Background: an optimization exercise with open tools, aiming at small area and a short achievable clock period. Do not read the settings as production practice.
The RTL was checked by simulation tests, not by an equivalence proof against the original design.
No activity file was given, so power comes from the tool's default toggle rates.

==> flow/design.v (excerpt) <==
module CPU(clk,rst,data_out,instr_out,instr_read,data_read,instr_addr,data_addr,data_write,data_in);
==> flow/config.mk <==
export PLATFORM = sky130hd
export DESIGN_NAME = CPU
export DESIGN_NICKNAME = CPU
export VERILOG_FILES = /design/flow/design.v
export SDC_FILE = /design/flow/constraint.sdc
export NUM_CORES = 4
export LEC_CHECK = 0
export CAP_MARGIN = 40
export CORE_MARGIN = 2
export CORE_UTILIZATION = 40
export CTS_CLUSTER_DIAMETER = 100
export CTS_CLUSTER_SIZE = 20
export PLACE_DENSITY = 0.55
export SETUP_SLACK_MARGIN = 5
export SLEW_MARGIN = 40
export SYNTH_HIERARCHICAL = 1
export TNS_END_PERCENT = 10
==> flow/constraint.sdc <==
create_clock -name core_clock -period 12.0 [get_ports {clk}]
set_input_delay 2.4000 -clock core_clock [delete_from_list [all_inputs] [get_ports {clk}]]
set_output_delay 2.4000 -clock core_clock [all_outputs]
set_load 0.01 [all_outputs]
standard.sh (not shown) runs the stock make flow with config.mk's settings and CLKGATE_MAP_FILE= SYNTH_SCRIPT=/design/flow/synth_recipe.tcl, a recipe that flattens the netlist after the stock synthesis.
==> flow/flow/run.sh <==
#!/bin/bash
# The standard layout (standard.sh: standard synthesis, floorplan,
# placement, CTS, routing), made with two changes:
#  - the resizer's setup repair aims past the 12 ns clock (larger margin);
#  - the port buffers are buf_1 cells instead of delay buffers.
# The clock period and constraints are unchanged; every port keeps a buffer.
set -euo pipefail
bash standard.sh SETUP_SLACK_MARGIN=6.5 "BUFFER_PORTS_ARGS=-buffer_cell sky130_fd_sc_hd__buf_1" finish > standard_flow.log 2>&1
==> next run, changes <==
==> flow/flow/run.sh (replaced) <==
#!/bin/bash
# The standard layout (standard.sh: standard synthesis, floorplan,
# placement, CTS, routing), made with two changes:
#  - the resizer's setup repair aims past the 12 ns clock (larger margin);
#  - the port buffers are buf_2 cells instead of delay buffers.
# The clock period and constraints are unchanged; every port keeps a buffer.
set -euo pipefail
bash standard.sh SETUP_SLACK_MARGIN=6.5 "BUFFER_PORTS_ARGS=-buffer_cell sky130_fd_sc_hd__buf_2" finish > standard_flow.log 2>&1
- CORE_UTILIZATION: 40 -> 35
- PLACE_DENSITY: 0.55 -> 0.5
- TNS_END_PERCENT: 10 -> unset
Effect: Setup slack improved by 170 ps; design area is higher slightly; power grows slightly; routed wire length is higher slightly; global-route usage is lower by 5.4 points; final cell count grows by a few percent; fmax grows by a few percent; non-clock buffer count rose by 1.
==> next run, changes <==
==> flow/flow/run.sh (replaced) <==
#!/bin/bash
# The standard layout (standard.sh: standard synthesis, floorplan,
# placement, CTS, routing), made with two changes:
#  - the resizer's setup repair aims past the 12 ns clock (larger margin);
#  - the port buffers are buf_1 cells instead of delay buffers.
# The clock period and constraints are unchanged; every port keeps a buffer.
set -euo pipefail
bash standard.sh SETUP_SLACK_MARGIN=6.5 "BUFFER_PORTS_ARGS=-buffer_cell sky130_fd_sc_hd__buf_1" finish > standard_flow.log 2>&1
- CORE_UTILIZATION: 35 -> 40
- CTS_CLUSTER_SIZE: 20 -> 25
- PLACE_DENSITY: 0.5 -> 0.55
- TNS_END_PERCENT: unset -> 10
Effect: Cell count decreases by a few percent; utilization is higher by 4.6 points; total power fell by a few percent; hold slack improves by 25 ps; area after synthesis does not change.

========
CPU, a different RTL version from the one above (not shown whole).
Size: roughly 1200 flip-flops, about 170 I/O pins, roughly 0.060 sq mm of cells after synthesis.
==> flow/design.v (excerpt) <==
module CPU(clk,rst,data_out,instr_out,instr_read,data_read,instr_addr,data_addr,data_write,data_in);
clock: 12.0 ns
lec_check: 0
cap_margin: 40
core_margin: 2
core_utilization: 35
cts_cluster_diameter: 100
cts_cluster_size: 20
place_density: 0.5
setup_slack_margin: 5
slew_margin: 40
synth_hierarchical: 1
==> flow/flow/run.sh <==
#!/bin/bash
# The standard layout (standard.sh: standard synthesis, floorplan,
# placement, CTS, routing), made with two changes:
#  - the resizer's setup repair aims past the 12 ns clock (larger margin);
#  - the port buffers are buf_2 cells instead of delay buffers.
# The clock period and constraints are unchanged; every port keeps a buffer.
set -euo pipefail
bash standard.sh SETUP_SLACK_MARGIN=6.7 "BUFFER_PORTS_ARGS=-buffer_cell sky130_fd_sc_hd__buf_2" finish > standard_flow.log 2>&1
The starting point produced a clean layout.
==> next run, changes <==
--- a/flow/flow/run.sh
+++ b/flow/flow/run.sh
@@ -7,2 +7,2 @@
 set -euo pipefail
-bash standard.sh SETUP_SLACK_MARGIN=6.7 "BUFFER_PORTS_ARGS=-buffer_cell sky130_fd_sc_hd__buf_2" finish > standard_flow.log 2>&1
+bash standard.sh SETUP_SLACK_MARGIN=6.5 "BUFFER_PORTS_ARGS=-buffer_cell sky130_fd_sc_hd__buf_2" finish > standard_flow.log 2>&1
After rerunning: The changed run produced a clean layout; die area stays the same; worst hold slack barely changes; wire length is about the same; worst setup slack loses 0.015 ns; cell count stays flat; count of clock-buffer cells in the layout is unchanged; area after synthesis does not change; final area decreases by 0.51%.

========
CPU, a different RTL version from the one above (not shown whole).
Size in the first run: ~5200 cells after synthesis, about 1200 flip-flops, ~170 I/O pins, roughly 61000 um2 of cells after synthesis.
Settings: LEC_CHECK=0, CAP_MARGIN=20, CORE_MARGIN=2, CORE_UTILIZATION=35, CTS_CLUSTER_DIAMETER=100, CTS_CLUSTER_SIZE=20, PLACE_DENSITY=0.5, SETUP_SLACK_MARGIN=5, SLEW_MARGIN=20, SYNTH_HIERARCHICAL=1; clock period 12.0 ns.
==> flow/flow/run.sh <==
#!/bin/bash
# The standard layout (standard.sh: standard synthesis, floorplan,
# placement, CTS, routing), made with two changes:
#  - the resizer's setup repair aims past the 12 ns clock (larger margin);
#  - the port buffers are buf_2 cells instead of delay buffers.
# The clock period and constraints are unchanged; every port keeps a buffer.
set -euo pipefail
bash standard.sh SETUP_SLACK_MARGIN=6.5 "BUFFER_PORTS_ARGS=-buffer_cell sky130_fd_sc_hd__buf_2" finish > standard_flow.log 2>&1
Edit:
Settings changed: CAP_MARGIN 20 to 40, SLEW_MARGIN 20 to 40.
Result:
- final cell count came out higher by 0.33%
- die area does not change
- sequential cell count is unchanged
- clock skew came out lower by 0.0039 ns
- synthesized area does not change
- via count came out higher by 0.50%
- clock power hardly moves
- maximum frequency came out higher by 1.1%
- non-clock buffer count came out higher by 11
- wire length is about the same
- synthesized cell count stays the same

========
Another version of the RTL of CPU (not shown whole).
For scale: roughly 1200 flip-flops, roughly 170 I/O pins, roughly 62000 um^2 of cells after synthesis.
==> flow/config.mk <==
export PLATFORM = sky130hd
export DESIGN_NAME = CPU
export DESIGN_NICKNAME = CPU
export VERILOG_FILES = /design/flow/design.v
export SDC_FILE = /design/flow/constraint.sdc
export NUM_CORES = 4
export LEC_CHECK = 0
export CAP_MARGIN = 20
export CORE_MARGIN = 2
export CORE_UTILIZATION = 45
export PLACE_DENSITY = 0.6
export SETUP_SLACK_MARGIN = 5
export SLEW_MARGIN = 20
==> flow/constraint.sdc <==
create_clock -name core_clock -period 12.0 [get_ports {clk}]
set_input_delay 2.4000 -clock core_clock [delete_from_list [all_inputs] [get_ports {clk}]]
set_output_delay 2.4000 -clock core_clock [all_outputs]
set_load 0.01 [all_outputs]
run.sh (not shown) runs the stock make flow with config.mk's settings and CLKGATE_MAP_FILE= SYNTH_SCRIPT=/design/flow/synth_recipe.tcl, a recipe that flattens the netlist after the stock synthesis.
Stock flow here: none of the scripts above is used.
Then changed:
Settings changed: CORE_UTILIZATION 45 to 30, PLACE_DENSITY 0.6 to 0.5, SETUP_SLACK_MARGIN 5 to 0.5.
The changed run passed the timing, design-rule and antenna checks.
First-iteration DRC count goes down by 11%.
Final cell count is higher by 13%.
Worst setup slack degrades by 1300 ps.
Wire length rises by 7.1%.

[what the ideal ports hide]
Ports are ideal in the flow. The routed layouts listed here were re-timed in OpenROAD. Step 1, drivers: a clkbuf_16 drives clk and a buf_2 each remaining input, both assumed. Step 2 adds t to the input delays and takes it off the output delays; t is the mean of the earliest and latest rising clock arrival at the registers after step 1. Input paths then give back, and output paths get back, about the clock's delay inside the block. Three values: ideal ports, drivers, drivers and shift; two values: the first two.
run | shift t [ns] | setup slack, ns | slew at the worst register clock pin (ns)
the first run of note 1 | 0.797 | 6.229 / 6.275 / 5.478 | 0.10 / 0.10
the second run of note 1 | 0.790 | 6.395 / 6.345 / 5.663 | 0.10 / 0.10
the third run of note 1 | 0.823 | 6.161 / 6.210 / 5.387 | 0.11 / 0.11
the first run of note 2 | 0.815 | 6.411 / 6.327 / 5.874 | 0.10 / 0.10
the second run of note 2 | 0.820 | 6.396 / 6.332 / 5.635 | 0.10 / 0.10
the first run of note 3 | 0.790 | 6.329 / 6.248 / 5.711 | 0.10 / 0.10
the second run of note 3 | 0.804 | 6.392 / 6.313 / 5.646 | 0.10 / 0.10
the first run of note 4 | 0.833 | 4.934 / 4.857 / 4.493 | 0.08 / 0.08
the second run of note 4 | 0.863 | 3.672 / 3.587 / 4.149 | 0.10 / 0.10
After both steps every run listed still meets setup and hold. The setup slack of the third run of note 1, which loses most, moves by +0.049 ns with the drivers and by -0.774 ns with both steps.
